This design comes from an exercise in tuning for small area, a short achievable clock period and few clock cycles per item on the open sky130 flow, not from production work.
Where RTL was checked, it was by simulation tests only, not by an equivalence proof against the original.

main:
==> module fc_layer, before the edit <==
module fc_layer #(
    parameter INPUT_SIZE  = 16,
    parameter OUTPUT_SIZE = 8,
    parameter DATA_WIDTH  = 8
)(
    input  logic                          clk,
    input  logic                          reset,
    input  logic                          start,
    output logic                          done,
    input  logic signed [INPUT_SIZE*DATA_WIDTH-1:0]  input_data_flat,
    input  logic signed [OUTPUT_SIZE*INPUT_SIZE*DATA_WIDTH-1:0] weights_flat,
    input  logic signed [OUTPUT_SIZE*DATA_WIDTH-1:0]            bias_flat,
    output logic signed [OUTPUT_SIZE*DATA_WIDTH-1:0] output_data_flat
);
    logic [3:0] st;
    logic       valid;    
    logic       first, last, en;
    assign first = st[0];
    assign last  = st[3];
    assign en    = !first || start;
    always_ff @(posedge clk or posedge reset) begin
        if (reset) begin
            st    <= 4'b0001;
            done  <= 1'b0;
            valid <= 1'b0;
        end else begin
            if (en) st <= {st[2:0], st[3]};
            done <= last;
            if (last) valid <= 1'b1;
        end
    end
    logic [15:0] sgn, neg, one, two;
    logic [15:0] sgnn, onen, twon, nz;
    always_comb begin
        for (int j = 0; j < 16; j++) begin
            logic b2, b1, b0;
            b2 = (st[0] & input_data_flat[8*j+1]) | (st[1] & input_data_flat[8*j+3]) |
                 (st[2] & input_data_flat[8*j+5]) | (st[3] & input_data_flat[8*j+7]);
            b1 = (st[0] & input_data_flat[8*j+0]) | (st[1] & input_data_flat[8*j+2]) |
                 (st[2] & input_data_flat[8*j+4]) | (st[3] & input_data_flat[8*j+6]);
            b0 = (st[1] & input_data_flat[8*j+1]) | (st[2] & input_data_flat[8*j+3]) |
                 (st[3] & input_data_flat[8*j+5]);
            sgn[j] = b2;
            one[j] = b1 ^ b0;
            two[j] = (b2 & !b1 & !b0) | (!b2 & b1 & b0);
            neg[j] = b2 & !(b1 & b0);
            sgnn[j] = !sgn[j];
            onen[j] = !one[j];
            twon[j] = !two[j];
            nz[j]   = one[j] | two[j];
        end
    end
    logic [4:0] e;
    fc_popcount u_pc (.n(neg), .e(e));
    localparam logic [15:0] K0 = 16'hB000;
    logic [13:0] s_q  [OUTPUT_SIZE];
    logic [13:0] c_q  [OUTPUT_SIZE];
    logic [7:0]  lo_q [OUTPUT_SIZE];
    for (genvar i = 0; i < OUTPUT_SIZE; i++) begin : g_out
        logic [143:0] pp;
        logic [15:0]  as_, ac_;
        logic [15:2]  so, co;
        logic [1:0]   r;
        always_comb begin
            as_ = first ? {{8{bias_flat[8*i+7]}}, bias_flat[8*i +: 8]} : {2'b00, s_q[i]};
            ac_ = first ? K0 : {2'b00, c_q[i]};
        end
        for (genvar j = 0; j < 16; j++) begin : g_row
            logic [7:0] wnn;
            assign wnn = ~(weights_flat[8*(16*i+j) +: 8] ^ {8{sgn[j]}});
            fc_sel u_s0 (.a1(onen[j]), .a2(wnn[0]), .b1(twon[j]), .b2(sgnn[j]), .y(pp[9*j]));
            for (genvar t = 1; t < 8; t++) begin : g_bit
                fc_sel u_s (.a1(onen[j]), .a2(wnn[t]), .b1(twon[j]), .b2(wnn[t-1]), .y(pp[9*j+t]));
            end
            assign pp[9*j+8] = ~(nz[j] & ~wnn[7]);   
        end
        fc_csa u_csa (.pp(pp), .as_(as_), .ac_(ac_), .e(e), .r(r), .so(so), .co(co));
        always_ff @(posedge clk) begin
            if (en) begin
                s_q[i][7:0] <= so[9:2];
                c_q[i][7:0] <= co[9:2];
                lo_q[i]     <= {r, lo_q[i][7:2]};
            end
            s_q[i][13:8] <= so[15:10];
            c_q[i][13:8] <= co[15:10];
        end
        logic [7:0]  hi;
        logic [15:0] acc;
        assign hi  = s_q[i][7:0] + c_q[i][7:0];
        assign acc = {hi, lo_q[i]};
        always_comb begin
            if (!valid)
                output_data_flat[8*i +: 8] = 8'h00;
            else if (!acc[15] && acc[14:7] != 8'h00)
                output_data_flat[8*i +: 8] = 8'h7f;
            else if (acc[15] && acc[14:7] != 8'hff)
                output_data_flat[8*i +: 8] = 8'h80;
            else
                output_data_flat[8*i +: 8] = acc[7:0];
        end
    end
endmodule
export LEC_CHECK = 0
export CAP_MARGIN = 20
export CORE_AREA = 5 5 435 435
export DIE_AREA = 0 0 440 440
export SETUP_SLACK_MARGIN = 3
export SLEW_MARGIN = 20
export SYNTH_HIERARCHICAL = 1
export SYNTH_MINIMUM_KEEP_SIZE = 0
create_clock -name core_clock -period 10.0 [get_ports {clk}]
standard.sh (not shown) runs the stock make flow with config.mk's settings and CLKGATE_MAP_FILE= SYNTH_SCRIPT=/design/flow/synth_recipe.tcl, a recipe that flattens the netlist after the stock synthesis.
==> flow/flow/run.sh <==
#!/bin/bash
# The standard layout, except that the ports are buffered with sky130_fd_sc_hd__buf_1
# rather than the delay buffer buffer_ports picks by itself.
set -euo pipefail
bash standard.sh "BUFFER_PORTS_ARGS=-buffer_cell sky130_fd_sc_hd__buf_1" finish > run_make.log 2>&1
Testbench counts of main, summed over its fixed seeds: cycles 1,920, inferences 384.
The following lists how the feature branch was set up differently from main:
--- a/flow/design.v
+++ b/flow/design.v
@@ -31,27 +31,36 @@
         end
     end
     logic [15:0] sgn, neg, one, two;
     logic [15:0] sgnn, onen, twon, nz;
+    logic [15:0] db1, db0;
+    logic [2:0]  dig_q [16];
+    always_ff @(posedge clk) begin
+        for (int j = 0; j < 16; j++)
+            dig_q[j] <= ({3{st[0]}} & input_data_flat[8*j+1 +: 3]) |
+                        ({3{st[1]}} & input_data_flat[8*j+3 +: 3]) |
+                        ({3{st[2]}} & input_data_flat[8*j+5 +: 3]);
+    end
     always_comb begin
         for (int j = 0; j < 16; j++) begin
             logic b2, b1, b0;
-            b2 = (st[0] & input_data_flat[8*j+1]) | (st[1] & input_data_flat[8*j+3]) |
-                 (st[2] & input_data_flat[8*j+5]) | (st[3] & input_data_flat[8*j+7]);
-            b1 = (st[0] & input_data_flat[8*j+0]) | (st[1] & input_data_flat[8*j+2]) |
-                 (st[2] & input_data_flat[8*j+4]) | (st[3] & input_data_flat[8*j+6]);
-            b0 = (st[1] & input_data_flat[8*j+1]) | (st[2] & input_data_flat[8*j+3]) |
-                 (st[3] & input_data_flat[8*j+5]);
+            b2 = first ? input_data_flat[8*j+1] : dig_q[j][2];
+            b1 = first ? input_data_flat[8*j+0] : dig_q[j][1];
+            b0 = !first & dig_q[j][0];
             sgn[j] = b2;
-            one[j] = b1 ^ b0;
+            db1[j] = b1;
+            db0[j] = b0;
             two[j] = (b2 & !b1 & !b0) | (!b2 & b1 & b0);
             neg[j] = b2 & !(b1 & b0);
             sgnn[j] = !sgn[j];
-            onen[j] = !one[j];
             twon[j] = !two[j];
-            nz[j]   = one[j] | two[j];
+            nz[j]   = !((b2 & b1 & b0) | (!b2 & !b1 & !b0));
         end
     end
+    for (genvar j = 0; j < 16; j++) begin : g_enc
+        fc_xnor u_onen (.a(db1[j]), .b(db0[j]), .y(onen[j]));
+    end
+    assign one = ~onen;
     logic [4:0] e;
     fc_popcount u_pc (.n(neg), .e(e));
     localparam logic [15:0] K0 = 16'hB000;
     logic [13:0] s_q  [OUTPUT_SIZE];
@@ -72,9 +81,9 @@
             fc_sel u_s0 (.a1(onen[j]), .a2(wnn[0]), .b1(twon[j]), .b2(sgnn[j]), .y(pp[9*j]));
             for (genvar t = 1; t < 8; t++) begin : g_bit
                 fc_sel u_s (.a1(onen[j]), .a2(wnn[t]), .b1(twon[j]), .b2(wnn[t-1]), .y(pp[9*j+t]));
             end
-            assign pp[9*j+8] = ~(nz[j] & ~wnn[7]);   
+            fc_nb u_s8 (.a(wnn[7]), .b(nz[j]), .y(pp[9*j+8]));   
         end
         fc_csa u_csa (.pp(pp), .as_(as_), .ac_(ac_), .e(e), .r(r), .so(so), .co(co));
         always_ff @(posedge clk) begin
             if (en) begin
@@ -106,8 +115,20 @@
     output logic y
 );
     assign y = !((a1 | a2) & (b1 | b2));
 endmodule
+module fc_xnor (
+    input  logic a, b,
+    output logic y
+);
+    assign y = !(a ^ b);
+endmodule
+module fc_nb (
+    input  logic a, b,
+    output logic y
+);
+    assign y = !(!a & b);
+endmodule
 module fc_popcount (
   input  logic [15:0] n,
   output logic [4:0]  e
 );
### Flow results
Taking main as the reference point, the post-layout worst setup margin of the feature branch rises by 67 ps. Looking at share of the synthesized area in compound gates (AO/OA/AOI/OAI), the feature branch sits 0.16 points below main. Portion of the clock cycle consumed by the worst path in the final layout, main and the feature branch, higher one = main. Changes observed in the feature branch relative to main: violation count after the first detailed-route iteration saw a decrease; critical path's largest stage delay saw a decrease.
Only the layout flow was run in the feature branch; the RTL was not checked for function there.

port drivers added, routing unchanged:
Ports are ideal in the flow. The routed layouts listed here were re-timed in OpenROAD. Step 1, drivers: a clkbuf_16 drives clk and a buf_2 each remaining input, both assumed. Step 2 times the ports against the registers' clock, not the clock port: input delays grow and output delays shrink by t, the midpoint of the rising clock arrivals with the driver on. a / b / c = ideal ports / drivers / drivers and shift; a / b = the first two.
| run | shift t [ns] | slack for setup (ns) | worst register clock-pin slew, ns |
|---|---|---|---|
| main | 0.758 | 2.964 / 3.033 / 2.275 | 0.07 / 0.07 |
| the feature branch | 0.751 | 3.031 / 3.056 / 2.337 | 0.07 / 0.07 |
After both steps setup and hold are still met in every run listed. The setup slack of the feature branch, which loses most, moves by +0.025 ns with the drivers and by -0.694 ns with both steps.
